What follows belongs to an exercise in optimizing a design on an open flow for small area, a short achievable clock period and few clock cycles per item; a production flow would make more cautious choices. Function was not checked in any run shown here: the RTL went through the layout flow alone.

File: config.mk
export PLATFORM = sky130hd
export DESIGN_NAME = Binary_to_BCD
export DESIGN_NICKNAME = Binary_to_BCD
export VERILOG_FILES = /design/flow/design.v
export SDC_FILE = /design/flow/constraint.sdc
export NUM_CORES = 4
export LEC_CHECK = 0
export ABC_AREA = 0
export CAP_MARGIN = 20
export CORE_MARGIN = 2
export CORE_UTILIZATION = 40
export PLACE_DENSITY = 0.6
export SLEW_MARGIN = 20
export SYNTH_HIERARCHICAL = 1
File: constraint.sdc
create_clock -name core_clock -period 5.0 [get_ports {clk}]
set_input_delay 1.0000 -clock core_clock [delete_from_list [all_inputs] [get_ports {clk}]]
set_output_delay 1.0000 -clock core_clock [all_outputs]
set_load 0.01 [all_outputs]
File: design.v
module bcd_step1 (input [3:0] d, output [3:0] o);
  wire c = d[3] | (d[2] & (d[1] | d[0]));
  assign o = {c, c ? d[3] & d[0] : d[2], c ? (d[3] ? ~d[0] : d[1] & d[0]) : d[1], d[0] ^ c};
endmodule
module Binary_to_BCD
  #(parameter INPUT_WIDTH = 28,
    parameter DECIMAL_DIGITS = 8)
  (
   input                         clk,
   input                         rst,
   input [INPUT_WIDTH-1:0]       i_Binary,
   input                         i_Start,
   output [DECIMAL_DIGITS*4-1:0] o_BCD,
   output                        o_DV
   );
  reg r_DV;
  wire [3:0] a3_0;
  bcd_step1 u_a3_0 (.d({1'b0, i_Binary[27], i_Binary[26], i_Binary[25]}), .o(a3_0));
  wire [3:0] a4_0;
  bcd_step1 u_a4_0 (.d({a3_0[2], a3_0[1], a3_0[0], i_Binary[24]}), .o(a4_0));
  wire [3:0] a5_0;
  bcd_step1 u_a5_0 (.d({a4_0[2], a4_0[1], a4_0[0], i_Binary[23]}), .o(a5_0));
  wire [3:0] a6_0;
  bcd_step1 u_a6_0 (.d({a5_0[2], a5_0[1], a5_0[0], i_Binary[22]}), .o(a6_0));
  wire [3:0] a6_1;
  bcd_step1 u_a6_1 (.d({1'b0, a3_0[3], a4_0[3], a5_0[3]}), .o(a6_1));
  wire [3:0] a7_0;
  bcd_step1 u_a7_0 (.d({a6_0[2], a6_0[1], a6_0[0], i_Binary[21]}), .o(a7_0));
  wire [3:0] a7_1;
  bcd_step1 u_a7_1 (.d({a6_1[2], a6_1[1], a6_1[0], a6_0[3]}), .o(a7_1));
  wire [3:0] a8_0;
  bcd_step1 u_a8_0 (.d({a7_0[2], a7_0[1], a7_0[0], i_Binary[20]}), .o(a8_0));
  wire [3:0] a8_1;
  bcd_step1 u_a8_1 (.d({a7_1[2], a7_1[1], a7_1[0], a7_0[3]}), .o(a8_1));
  wire [3:0] a9_0;
  bcd_step1 u_a9_0 (.d({a8_0[2], a8_0[1], a8_0[0], i_Binary[19]}), .o(a9_0));
  wire [3:0] a9_1;
  bcd_step1 u_a9_1 (.d({a8_1[2], a8_1[1], a8_1[0], a8_0[3]}), .o(a9_1));
  wire [3:0] a9_2;
  bcd_step1 u_a9_2 (.d({1'b0, a6_1[3], a7_1[3], a8_1[3]}), .o(a9_2));
  wire [3:0] a10_0;
  bcd_step1 u_a10_0 (.d({a9_0[2], a9_0[1], a9_0[0], i_Binary[18]}), .o(a10_0));
  wire [3:0] a10_1;
  bcd_step1 u_a10_1 (.d({a9_1[2], a9_1[1], a9_1[0], a9_0[3]}), .o(a10_1));
  wire [3:0] a10_2;
  bcd_step1 u_a10_2 (.d({a9_2[2], a9_2[1], a9_2[0], a9_1[3]}), .o(a10_2));
  wire [3:0] a11_0;
  bcd_step1 u_a11_0 (.d({a10_0[2], a10_0[1], a10_0[0], i_Binary[17]}), .o(a11_0));
  wire [3:0] a11_1;
  bcd_step1 u_a11_1 (.d({a10_1[2], a10_1[1], a10_1[0], a10_0[3]}), .o(a11_1));
  wire [3:0] a11_2;
  bcd_step1 u_a11_2 (.d({a10_2[2], a10_2[1], a10_2[0], a10_1[3]}), .o(a11_2));
  wire [3:0] a12_0;
  bcd_step1 u_a12_0 (.d({a11_0[2], a11_0[1], a11_0[0], i_Binary[16]}), .o(a12_0));
  wire [3:0] a12_1;
  bcd_step1 u_a12_1 (.d({a11_1[2], a11_1[1], a11_1[0], a11_0[3]}), .o(a12_1));
  wire [3:0] a12_2;
  bcd_step1 u_a12_2 (.d({a11_2[2], a11_2[1], a11_2[0], a11_1[3]}), .o(a12_2));
  wire [3:0] a13_0;
  bcd_step1 u_a13_0 (.d({a12_0[2], a12_0[1], a12_0[0], i_Binary[15]}), .o(a13_0));
  wire [3:0] a13_1;
  bcd_step1 u_a13_1 (.d({a12_1[2], a12_1[1], a12_1[0], a12_0[3]}), .o(a13_1));
  wire [3:0] a13_2;
  bcd_step1 u_a13_2 (.d({a12_2[2], a12_2[1], a12_2[0], a12_1[3]}), .o(a13_2));
  wire [3:0] a13_3;
  bcd_step1 u_a13_3 (.d({a9_2[3], a10_2[3], a11_2[3], a12_2[3]}), .o(a13_3));
  reg [16:0] r_BCD;
  wire [16:0] w_BCD = {a13_3[3], a13_3[2], a13_3[1], a13_3[0], a13_2[3], a13_2[2], a13_2[1], a13_2[0], a13_1[3], a13_1[2], a13_1[1], a13_1[0], a13_0[3], a13_0[2], a13_0[1], a13_0[0], i_Binary[14]};
  reg [13:0] r_Bin;
  always @(posedge clk) begin
    r_BCD <= w_BCD;
    r_Bin <= i_Binary[13:0];
    r_DV  <= i_Start & ~rst;
  end
  wire [3:0] a14_0;
  bcd_step1 u_a14_0 (.d({r_BCD[3], r_BCD[2], r_BCD[1], r_BCD[0]}), .o(a14_0));
  wire [3:0] a14_1;
  bcd_step1 u_a14_1 (.d({r_BCD[7], r_BCD[6], r_BCD[5], r_BCD[4]}), .o(a14_1));
  wire [3:0] a14_2;
  bcd_step1 u_a14_2 (.d({r_BCD[11], r_BCD[10], r_BCD[9], r_BCD[8]}), .o(a14_2));
  wire [3:0] a14_3;
  bcd_step1 u_a14_3 (.d({r_BCD[15], r_BCD[14], r_BCD[13], r_BCD[12]}), .o(a14_3));
  wire [3:0] a15_0;
  bcd_step1 u_a15_0 (.d({a14_0[2], a14_0[1], a14_0[0], r_Bin[13]}), .o(a15_0));
  wire [3:0] a15_1;
  bcd_step1 u_a15_1 (.d({a14_1[2], a14_1[1], a14_1[0], a14_0[3]}), .o(a15_1));
  wire [3:0] a15_2;
  bcd_step1 u_a15_2 (.d({a14_2[2], a14_2[1], a14_2[0], a14_1[3]}), .o(a15_2));
  wire [3:0] a15_3;
  bcd_step1 u_a15_3 (.d({a14_3[2], a14_3[1], a14_3[0], a14_2[3]}), .o(a15_3));
  wire [3:0] a16_0;
  bcd_step1 u_a16_0 (.d({a15_0[2], a15_0[1], a15_0[0], r_Bin[12]}), .o(a16_0));
  wire [3:0] a16_1;
  bcd_step1 u_a16_1 (.d({a15_1[2], a15_1[1], a15_1[0], a15_0[3]}), .o(a16_1));
  wire [3:0] a16_2;
  bcd_step1 u_a16_2 (.d({a15_2[2], a15_2[1], a15_2[0], a15_1[3]}), .o(a16_2));
  wire [3:0] a16_3;
  bcd_step1 u_a16_3 (.d({a15_3[2], a15_3[1], a15_3[0], a15_2[3]}), .o(a16_3));
  wire [3:0] a16_4;
  bcd_step1 u_a16_4 (.d({1'b0, r_BCD[16], a14_3[3], a15_3[3]}), .o(a16_4));
  wire [3:0] a17_0;
  bcd_step1 u_a17_0 (.d({a16_0[2], a16_0[1], a16_0[0], r_Bin[11]}), .o(a17_0));
  wire [3:0] a17_1;
  bcd_step1 u_a17_1 (.d({a16_1[2], a16_1[1], a16_1[0], a16_0[3]}), .o(a17_1));
  wire [3:0] a17_2;
  bcd_step1 u_a17_2 (.d({a16_2[2], a16_2[1], a16_2[0], a16_1[3]}), .o(a17_2));
  wire [3:0] a17_3;
  bcd_step1 u_a17_3 (.d({a16_3[2], a16_3[1], a16_3[0], a16_2[3]}), .o(a17_3));
  wire [3:0] a17_4;
  bcd_step1 u_a17_4 (.d({a16_4[2], a16_4[1], a16_4[0], a16_3[3]}), .o(a17_4));
  wire [3:0] a18_0;
  bcd_step1 u_a18_0 (.d({a17_0[2], a17_0[1], a17_0[0], r_Bin[10]}), .o(a18_0));
  wire [3:0] a18_1;
  bcd_step1 u_a18_1 (.d({a17_1[2], a17_1[1], a17_1[0], a17_0[3]}), .o(a18_1));
  wire [3:0] a18_2;
  bcd_step1 u_a18_2 (.d({a17_2[2], a17_2[1], a17_2[0], a17_1[3]}), .o(a18_2));
  wire [3:0] a18_3;
  bcd_step1 u_a18_3 (.d({a17_3[2], a17_3[1], a17_3[0], a17_2[3]}), .o(a18_3));
  wire [3:0] a18_4;
  bcd_step1 u_a18_4 (.d({a17_4[2], a17_4[1], a17_4[0], a17_3[3]}), .o(a18_4));
  wire [3:0] a19_0;
  bcd_step1 u_a19_0 (.d({a18_0[2], a18_0[1], a18_0[0], r_Bin[9]}), .o(a19_0));
  wire [3:0] a19_1;
  bcd_step1 u_a19_1 (.d({a18_1[2], a18_1[1], a18_1[0], a18_0[3]}), .o(a19_1));
  wire [3:0] a19_2;
  bcd_step1 u_a19_2 (.d({a18_2[2], a18_2[1], a18_2[0], a18_1[3]}), .o(a19_2));
  wire [3:0] a19_3;
  bcd_step1 u_a19_3 (.d({a18_3[2], a18_3[1], a18_3[0], a18_2[3]}), .o(a19_3));
  wire [3:0] a19_4;
  bcd_step1 u_a19_4 (.d({a18_4[2], a18_4[1], a18_4[0], a18_3[3]}), .o(a19_4));
  wire [3:0] a19_5;
  bcd_step1 u_a19_5 (.d({1'b0, a16_4[3], a17_4[3], a18_4[3]}), .o(a19_5));
  wire [3:0] a20_0;
  bcd_step1 u_a20_0 (.d({a19_0[2], a19_0[1], a19_0[0], r_Bin[8]}), .o(a20_0));
  wire [3:0] a20_1;
  bcd_step1 u_a20_1 (.d({a19_1[2], a19_1[1], a19_1[0], a19_0[3]}), .o(a20_1));
  wire [3:0] a20_2;
  bcd_step1 u_a20_2 (.d({a19_2[2], a19_2[1], a19_2[0], a19_1[3]}), .o(a20_2));
  wire [3:0] a20_3;
  bcd_step1 u_a20_3 (.d({a19_3[2], a19_3[1], a19_3[0], a19_2[3]}), .o(a20_3));
  wire [3:0] a20_4;
  bcd_step1 u_a20_4 (.d({a19_4[2], a19_4[1], a19_4[0], a19_3[3]}), .o(a20_4));
  wire [3:0] a20_5;
  bcd_step1 u_a20_5 (.d({a19_5[2], a19_5[1], a19_5[0], a19_4[3]}), .o(a20_5));
  wire [3:0] a21_0;
  bcd_step1 u_a21_0 (.d({a20_0[2], a20_0[1], a20_0[0], r_Bin[7]}), .o(a21_0));
  wire [3:0] a21_1;
  bcd_step1 u_a21_1 (.d({a20_1[2], a20_1[1], a20_1[0], a20_0[3]}), .o(a21_1));
  wire [3:0] a21_2;
  bcd_step1 u_a21_2 (.d({a20_2[2], a20_2[1], a20_2[0], a20_1[3]}), .o(a21_2));
  wire [3:0] a21_3;
  bcd_step1 u_a21_3 (.d({a20_3[2], a20_3[1], a20_3[0], a20_2[3]}), .o(a21_3));
  wire [3:0] a21_4;
  bcd_step1 u_a21_4 (.d({a20_4[2], a20_4[1], a20_4[0], a20_3[3]}), .o(a21_4));
  wire [3:0] a21_5;
  bcd_step1 u_a21_5 (.d({a20_5[2], a20_5[1], a20_5[0], a20_4[3]}), .o(a21_5));
  wire [3:0] a22_0;
  bcd_step1 u_a22_0 (.d({a21_0[2], a21_0[1], a21_0[0], r_Bin[6]}), .o(a22_0));
  wire [3:0] a22_1;
  bcd_step1 u_a22_1 (.d({a21_1[2], a21_1[1], a21_1[0], a21_0[3]}), .o(a22_1));
  wire [3:0] a22_2;
  bcd_step1 u_a22_2 (.d({a21_2[2], a21_2[1], a21_2[0], a21_1[3]}), .o(a22_2));
  wire [3:0] a22_3;
  bcd_step1 u_a22_3 (.d({a21_3[2], a21_3[1], a21_3[0], a21_2[3]}), .o(a22_3));
  wire [3:0] a22_4;
  bcd_step1 u_a22_4 (.d({a21_4[2], a21_4[1], a21_4[0], a21_3[3]}), .o(a22_4));
  wire [3:0] a22_5;
  bcd_step1 u_a22_5 (.d({a21_5[2], a21_5[1], a21_5[0], a21_4[3]}), .o(a22_5));
  wire [3:0] a23_0;
  bcd_step1 u_a23_0 (.d({a22_0[2], a22_0[1], a22_0[0], r_Bin[5]}), .o(a23_0));
  wire [3:0] a23_1;
  bcd_step1 u_a23_1 (.d({a22_1[2], a22_1[1], a22_1[0], a22_0[3]}), .o(a23_1));
  wire [3:0] a23_2;
  bcd_step1 u_a23_2 (.d({a22_2[2], a22_2[1], a22_2[0], a22_1[3]}), .o(a23_2));
  wire [3:0] a23_3;
  bcd_step1 u_a23_3 (.d({a22_3[2], a22_3[1], a22_3[0], a22_2[3]}), .o(a23_3));
  wire [3:0] a23_4;
  bcd_step1 u_a23_4 (.d({a22_4[2], a22_4[1], a22_4[0], a22_3[3]}), .o(a23_4));
  wire [3:0] a23_5;
  bcd_step1 u_a23_5 (.d({a22_5[2], a22_5[1], a22_5[0], a22_4[3]}), .o(a23_5));
  wire [3:0] a23_6;
  bcd_step1 u_a23_6 (.d({a19_5[3], a20_5[3], a21_5[3], a22_5[3]}), .o(a23_6));
  wire [3:0] a24_0;
  bcd_step1 u_a24_0 (.d({a23_0[2], a23_0[1], a23_0[0], r_Bin[4]}), .o(a24_0));
  wire [3:0] a24_1;
  bcd_step1 u_a24_1 (.d({a23_1[2], a23_1[1], a23_1[0], a23_0[3]}), .o(a24_1));
  wire [3:0] a24_2;
  bcd_step1 u_a24_2 (.d({a23_2[2], a23_2[1], a23_2[0], a23_1[3]}), .o(a24_2));
  wire [3:0] a24_3;
  bcd_step1 u_a24_3 (.d({a23_3[2], a23_3[1], a23_3[0], a23_2[3]}), .o(a24_3));
  wire [3:0] a24_4;
  bcd_step1 u_a24_4 (.d({a23_4[2], a23_4[1], a23_4[0], a23_3[3]}), .o(a24_4));
  wire [3:0] a24_5;
  bcd_step1 u_a24_5 (.d({a23_5[2], a23_5[1], a23_5[0], a23_4[3]}), .o(a24_5));
  wire [3:0] a24_6;
  bcd_step1 u_a24_6 (.d({a23_6[2], a23_6[1], a23_6[0], a23_5[3]}), .o(a24_6));
  wire [3:0] a25_0;
  bcd_step1 u_a25_0 (.d({a24_0[2], a24_0[1], a24_0[0], r_Bin[3]}), .o(a25_0));
  wire [3:0] a25_1;
  bcd_step1 u_a25_1 (.d({a24_1[2], a24_1[1], a24_1[0], a24_0[3]}), .o(a25_1));
  wire [3:0] a25_2;
  bcd_step1 u_a25_2 (.d({a24_2[2], a24_2[1], a24_2[0], a24_1[3]}), .o(a25_2));
  wire [3:0] a25_3;
  bcd_step1 u_a25_3 (.d({a24_3[2], a24_3[1], a24_3[0], a24_2[3]}), .o(a25_3));
  wire [3:0] a25_4;
  bcd_step1 u_a25_4 (.d({a24_4[2], a24_4[1], a24_4[0], a24_3[3]}), .o(a25_4));
  wire [3:0] a25_5;
  bcd_step1 u_a25_5 (.d({a24_5[2], a24_5[1], a24_5[0], a24_4[3]}), .o(a25_5));
  wire [3:0] a25_6;
  bcd_step1 u_a25_6 (.d({a24_6[2], a24_6[1], a24_6[0], a24_5[3]}), .o(a25_6));
  wire [3:0] a26_0;
  bcd_step1 u_a26_0 (.d({a25_0[2], a25_0[1], a25_0[0], r_Bin[2]}), .o(a26_0));
  wire [3:0] a26_1;
  bcd_step1 u_a26_1 (.d({a25_1[2], a25_1[1], a25_1[0], a25_0[3]}), .o(a26_1));
  wire [3:0] a26_2;
  bcd_step1 u_a26_2 (.d({a25_2[2], a25_2[1], a25_2[0], a25_1[3]}), .o(a26_2));
  wire [3:0] a26_3;
  bcd_step1 u_a26_3 (.d({a25_3[2], a25_3[1], a25_3[0], a25_2[3]}), .o(a26_3));
  wire [3:0] a26_4;
  bcd_step1 u_a26_4 (.d({a25_4[2], a25_4[1], a25_4[0], a25_3[3]}), .o(a26_4));
  wire [3:0] a26_5;
  bcd_step1 u_a26_5 (.d({a25_5[2], a25_5[1], a25_5[0], a25_4[3]}), .o(a26_5));
  wire [3:0] a26_6;
  bcd_step1 u_a26_6 (.d({a25_6[2], a25_6[1], a25_6[0], a25_5[3]}), .o(a26_6));
  wire [3:0] a26_7;
  bcd_step1 u_a26_7 (.d({1'b0, a23_6[3], a24_6[3], a25_6[3]}), .o(a26_7));
  wire [3:0] a27_0;
  bcd_step1 u_a27_0 (.d({a26_0[2], a26_0[1], a26_0[0], r_Bin[1]}), .o(a27_0));
  wire [3:0] a27_1;
  bcd_step1 u_a27_1 (.d({a26_1[2], a26_1[1], a26_1[0], a26_0[3]}), .o(a27_1));
  wire [3:0] a27_2;
  bcd_step1 u_a27_2 (.d({a26_2[2], a26_2[1], a26_2[0], a26_1[3]}), .o(a27_2));
  wire [3:0] a27_3;
  bcd_step1 u_a27_3 (.d({a26_3[2], a26_3[1], a26_3[0], a26_2[3]}), .o(a27_3));
  wire [3:0] a27_4;
  bcd_step1 u_a27_4 (.d({a26_4[2], a26_4[1], a26_4[0], a26_3[3]}), .o(a27_4));
  wire [3:0] a27_5;
  bcd_step1 u_a27_5 (.d({a26_5[2], a26_5[1], a26_5[0], a26_4[3]}), .o(a27_5));
  wire [3:0] a27_6;
  bcd_step1 u_a27_6 (.d({a26_6[2], a26_6[1], a26_6[0], a26_5[3]}), .o(a27_6));
  wire [3:0] a27_7;
  bcd_step1 u_a27_7 (.d({a26_7[2], a26_7[1], a26_7[0], a26_6[3]}), .o(a27_7));
  assign o_BCD = {{a27_7[2], a27_7[1], a27_7[0], a27_6[3]}, {a27_6[2], a27_6[1], a27_6[0], a27_5[3]}, {a27_5[2], a27_5[1], a27_5[0], a27_4[3]}, {a27_4[2], a27_4[1], a27_4[0], a27_3[3]}, {a27_3[2], a27_3[1], a27_3[0], a27_2[3]}, {a27_2[2], a27_2[1], a27_2[0], a27_1[3]}, {a27_1[2], a27_1[1], a27_1[0], a27_0[3]}, {a27_0[2], a27_0[1], a27_0[0], r_Bin[0]}};
  assign o_DV  = r_DV;
endmodule
File: run.sh
#!/bin/bash
# synth_recipe.tcl (not shown) runs the flow's synth.tcl, then flattens the netlist and writes it again
# the make line also repeats each setting of config.mk as NAME=value (left out here)
make -C /OpenROAD-flow-scripts/flow DESIGN_CONFIG=/design/flow/config.mk WORK_HOME=/design/flow/orfs CLKGATE_MAP_FILE= SYNTH_SCRIPT=/design/flow/synth_recipe.tcl finish
==> flow_metrics.env, run 1 <==
export IMPL_result_of_the_run="failed layout checks"
export IMPL_so_faults="setup timing"
export IMPL_detail_route_antenna_nets=0
export IMPL_insertedDiodeCount=0
export IMPL_synthesis_area_um2=9089
export IMPL_antenna_found_initial=0
export IMPL_clock_sink_count=32
export IMPL_wire_per_inst_um=12.30
export IMPL_floorplan_die_height_um=154.7
export IMPL_io_buffer_count=63
export IMPL_critical_path_endpoint_type="primary output"
export IMPL_max_cap_violations=0
export IMPL_grt_max_degree=13
export IMPL_endpoint_arrival_time_on_the_critical_path_ps=6550
export IMPL_numCtsBuffers=5
export IMPL_timing_setup_critical_path_class="reg2out"
export IMPL_die_area_um2=23940
export IMPL_post_route_period_util_pct=151.0
export IMPL_first_global_vias=9366
export IMPL_report_final_hold_viol_count=0
export IMPL_count_of_buffering_cells_on_the_critical_path_with_inverters_included=7
export IMPL_cts_clk_slew_worst_paths_ps=60
export IMPL_drt_wl_total_um=23720
export IMPL_path_max_fanout=6
export IMPL_ys_warn_count=7
export IMPL_vias=10320
export IMPL_clockRootBuffer="sky130_fd_sc_hd__clkbuf_16"
export IMPL_htree_num_levels=2
export IMPL_core_box_area_um2=22500
export IMPL_max_clock_path_buffers=2
export IMPL_largest_stage_delay_on_the_critical_path_ps=400
export IMPL_dpl_instance_area_um2=12030
export IMPL_timing_final_crit_period_ps=7550
export IMPL_slew_viol_final=0
export IMPL_fmax_ghz=0.1324
export IMPL_dr_first_iter_drc_count=238
export IMPL_final_cell_count_no_fill=1928
export IMPL_std_cell_rows=55
export IMPL_die_x_um=154.7
export IMPL_finish_utilization_pct=67.33
export IMPL_final_setup_viol_count=47
export IMPL_crit_slowest_cell="sky130_fd_sc_hd__or3b_4"
export IMPL_cp_top_family="simple AND/OR/NAND/NOR gates"
export IMPL_netlist_instances=1337
export IMPL_detailedPlace_worstSlack_ps=-2527
export IMPL_layout_nets=1673
export IMPL_flow_area_growth_from_synthesis_pct=66.70
export IMPL_overall_global_routing_resource_usage_pct=17.45
export IMPL_dp_cells=1812
export IMPL_hp_class="in2reg"
export IMPL_rsz0062_at_grt="true"
export IMPL_clock_tree_from_tritoncts="done"
export IMPL_most_numerous_cell_on_the_critical_path="sky130_fd_sc_hd__buf_4"
export IMPL_final_setup_worst_slack_ps=-2550
export IMPL_detailed_place_hpwl_um=15370
export IMPL_post_route_cell_area_um2=15150
export IMPL_routed_via_density=5.352
export IMPL_start_util_pct=40.39
export IMPL_cp_start_kind="flip-flop"
export IMPL_critical_path_required_ps=4000
export IMPL_drive_above_1_share_pct=64.94
export IMPL_globalplace_congestion=0.7377
export IMPL_cts_hold_fix_buffers=0
export IMPL_detailedRoute_firstPassIterationCount=4
export IMPL_drcViolationCount=0
export IMPL_globalRouteOverflowTotal=0
export IMPL_avgSynthCellArea_um2=6.798
export IMPL_io_pins=64
export IMPL_grt_pass1_wl_um=38030
[worst paths after layout]
kind,from,end,cells after the start,slack (ps)
worst max-delay path,r_BCD[0],o_BCD[11],33,-2550
worst min-delay path,i_Binary[14],r_BCD[0],1,1140
[metrics by stage]
| stage | hold slack, ps | TNS [ps] |
|---|---|---|
| floorplan | 1028 | -46090 |
| global placement | 1448 | -80830 |
| detailed placement | 1443 | -88040 |
| CTS | 1137 | -70170 |
| global route | 1142 | -92180 |
| finish | 1144 | -76940 |
[area by class of cell]
type / instances / area (µm²)
repair buffers: 371 / 2903
well taps: 285 / 356.6
flip-flops and latches: 32 / 668.1
multi-input cells: 1123 / 10670
clock buffers: 5 / 125.1
inverters: 109 / 409.1
fillers: 1740 / 7352
clock inverters: 3 / 22.52
[placed cells by master (no fill, tap or decap), drive strengths merged]
cell type / n
buf: 336
o21ai: 216
inv: 110
and2b: 109
nand2b: 109
a21o: 109
a21oi: 109
or3b: 109
o22ai: 109
nor4b: 109
nand2: 107
conb: 36
dfxtp: 32
clkdlybuf4s50: 28
clkbuf: 6
clkdlybuf4s15: 5
nor2b: 1
clkinv: 1
clkinvlp: 1
dlygate4sd2: 1
[sequential cells by signal, indices dropped and copies added, names as in the netlist]
| register | cells |
|---|---|
| r_DV | 1 |
| r_BCD | 17 |
| r_Bin | 14 |
[layer usage]
metal	track usage (%)	part of all wire, %	vias to the layer above
li1	-	-	5411
met1	21.10	44	4817
met2	33.91	54	74
met3	0.8686	0.92	17
met4	3.660	1.1	0
met5	0	0	-
[repair_timing]
item | 4_1_cts | 5_1_grt
pin swaps | 90 | 35
gates resized for setup | 327 | 275
buffers inserted | 76 | 34
endpoints found under the setup margin | 47 | 47
==> run 2: changes to the inputs <==
--- a/config.mk
+++ b/config.mk
@@ -6,5 +6,5 @@
 export NUM_CORES = 4
 export LEC_CHECK = 0
-export ABC_AREA = 0
+export ABC_AREA = 1
 export CAP_MARGIN = 20
 export CORE_MARGIN = 2
==> flow_metrics.env, run 2 <==
export IMPL_critical_path_endpoint_type="primary output"
export IMPL_groute_layer_met1_usage_pct=22.34
export IMPL_largest_registers="r_BCD: 17 flops, r_Bin: 14 flops, r_DV: 1 flops"
export IMPL_layout_cells_most_common_list="sky130_fd_sc_hd__nand2_2 (272), sky130_fd_sc_hd__buf_4 (268), sky130_fd_sc_hd__nand2_1 (223)"
export IMPL_path_max_fanout=4
export IMPL_rsz0062_at_grt="true"
export IMPL_max_flop_register="r_BCD"
export IMPL_final_setup_worst_slack_ps=-2558
export IMPL_critPathLaunch="r_BCD[0]"
export IMPL_met3_usage_pct=1.114
export IMPL_hp_class="in2reg"
export IMPL_crit_slowest_cell="sky130_fd_sc_hd__dfxtp_4"
export IMPL_final_cell_count_no_fill=2168
export IMPL_std_cell_rows=53
export IMPL_die_area_um2=22930
export IMPL_fmax_ghz=0.1323
export IMPL_dp_cells=1991
export IMPL_numCtsBuffers=5
export IMPL_detailedRoute_firstPassIterationCount=9
export IMPL_die_x_um=151.4
export IMPL_clockRootBuffer="sky130_fd_sc_hd__clkbuf_16"
export IMPL_cp_top_family="simple AND/OR/NAND/NOR gates"
export IMPL_floorplan_die_height_um=151.4
export IMPL_io_buffer_count=63
export IMPL_dr_first_iter_drc_count=314
export IMPL_wire_per_inst_um=12.08
export IMPL_max_cap_violations=0
export IMPL_io_pins=64
export IMPL_clock_sink_count=32
export IMPL_detail_route_antenna_nets=0
export IMPL_globalRouteOverflowTotal=0
export IMPL_grt_busiest_layer="met2"
export IMPL_cp_start_kind="flip-flop"
export IMPL_holdWs_ps=1145
export IMPL_layout_nets=1923
export IMPL_first_global_vias=9337
export IMPL_avgSynthCellArea_um2=5.573
export IMPL_netlist_instances=1560
export IMPL_cts_clk_slew_worst_paths_ps=60
export IMPL_htree_num_levels=2
export IMPL_report_final_hold_viol_count=0
export IMPL_critical_path_required_ps=4000
export IMPL_post_route_period_util_pct=151.2
export IMPL_vias=10890
export IMPL_grt_pass1_wl_um=36830
export IMPL_ys_warn_count=7
export IMPL_routed_via_density=5.021
export IMPL_result_of_the_run="failed layout checks"
export IMPL_start_util_pct=41.10
export IMPL_insertedDiodeCount=0
export IMPL_overall_global_routing_resource_usage_pct=18.16
export IMPL_largest_reg_flops=17
export IMPL_final_setup_tns_ps=-73540
export IMPL_core_box_area_um2=21150
export IMPL_detailed_place_hpwl_um=14490
export IMPL_fraction_of_met2_tracks_used_by_global_routing_pct=34.52
export IMPL_globalplace_congestion=0.7995
export IMPL_max_clock_path_buffers=2
export IMPL_flow_area_growth_from_synthesis_pct=76.70
export IMPL_drt_wl_total_um=26200
export IMPL_so_faults="setup timing"
export IMPL_synthesis_area_um2=8693
export IMPL_endpoint_arrival_time_on_the_critical_path_ps=6560
export IMPL_drcViolationCount=0
export IMPL_largest_stage_delay_on_the_critical_path_ps=360
export IMPL_grt_max_degree=12
export IMPL_most_numerous_cell_on_the_critical_path="sky130_fd_sc_hd__nand2_2"
export IMPL_drive_above_1_share_pct=67.19
export IMPL_worstSetupPathDepth=53
export IMPL_antenna_found_initial=0
export IMPL_layout_commonest_cell="sky130_fd_sc_hd__nand2_2"
export IMPL_final_setup_viol_count=40
export IMPL_timing_final_crit_period_ps=7558
export IMPL_slew_viol_final=0
export IMPL_timing_setup_critical_path_class="reg2out"
export IMPL_count_of_buffering_cells_on_the_critical_path_with_inverters_included=8
export IMPL_clock_tree_from_tritoncts="done"
export IMPL_critical_path_endpoint="o_BCD[13]"
[run 2: cell type report]
| class | count | area [µm²] |
|---|---|---|
| Timing Repair Buffer | 422 | 3691 |
| Sequential cell | 32 | 658.1 |
| Tap cell | 275 | 344.1 |
| Fill cell | 1424 | 5793 |
| Inverter | 219 | 892.1 |
| Clock inverter | 3 | 42.54 |
| Clock buffer | 5 | 125.1 |
| Multi-Input combinational cell | 1212 | 9608 |
[run 2: worst min path at each step]
stage                     slack [ps]       end  depth (start not counted)          from
after floorplan                 1030  r_Bin[0]                          0   i_Binary[0]
after global placement          1450  r_Bin[6]                          1   i_Binary[6]
after detailed placement        1450  r_BCD[0]                          1  i_Binary[14]
after CTS                       1140  r_BCD[0]                          1  i_Binary[14]
after global routing            1140  r_BCD[0]                          1  i_Binary[14]
final                           1140  r_BCD[0]                          1  i_Binary[14]
[run 2: what timing repair did]
| item | CTS | global route |
|---|---|---|
| setup buffers | 108 | 67 |
| pin swaps | 169 | 212 |
| endpoints found under the hold margin | 0 | 0 |
| setup endpoints to repair | 47 | 47 |
| hold buffers | 0 | 0 |
| resized for setup | 483 | 459 |
[run 2: stage by stage]
stage / worst slack (ps) / utilization (%) / instance area (µm²)
after floorplan: -1004 / - / 9196
after global placement: -2065 / 50.39 / 10660
after detailed placement: -2266 / 50.39 / 10660
after CTS: -2071 / 60.71 / 12840
after global routing: -3017 / 72.61 / 15360
final: -2558 / 72.61 / 15360
[run 2: per-layer routing]
metal | up-vias | wire length [µm]
met2 | 164 | 14580
met4 | 0 | 459
met3 | 50 | 476
met1 | 5019 | 10680
li1 | 5652 | -
met5 | - | 0

==> static timing again, ports no longer ideal <==
In the flow no input, the clock included, has a driving cell. The finished layouts below were timed again as built, in two steps. Step 1 assumes that a clkbuf_16 drives the clock port and a buf_2 every other input. Step 2 moves the port delays by t, midway between the first and last clock arrival at a register: inputs arrive t later, outputs are due t later. That takes back most of the time a late clock gives input paths. Slacks: ideal / step 1 / step 2; pairs: ideal / step 1.
run	shift t [ns]	setup WS [ns]	clock arrival spread, ns	cell pins on the clock port's net
run 1	0.325	-2.550 / -2.592 / -2.268	0.007 / 0.007	1
run 2	0.326	-2.558 / -2.602 / -2.276	0.006 / 0.005	1
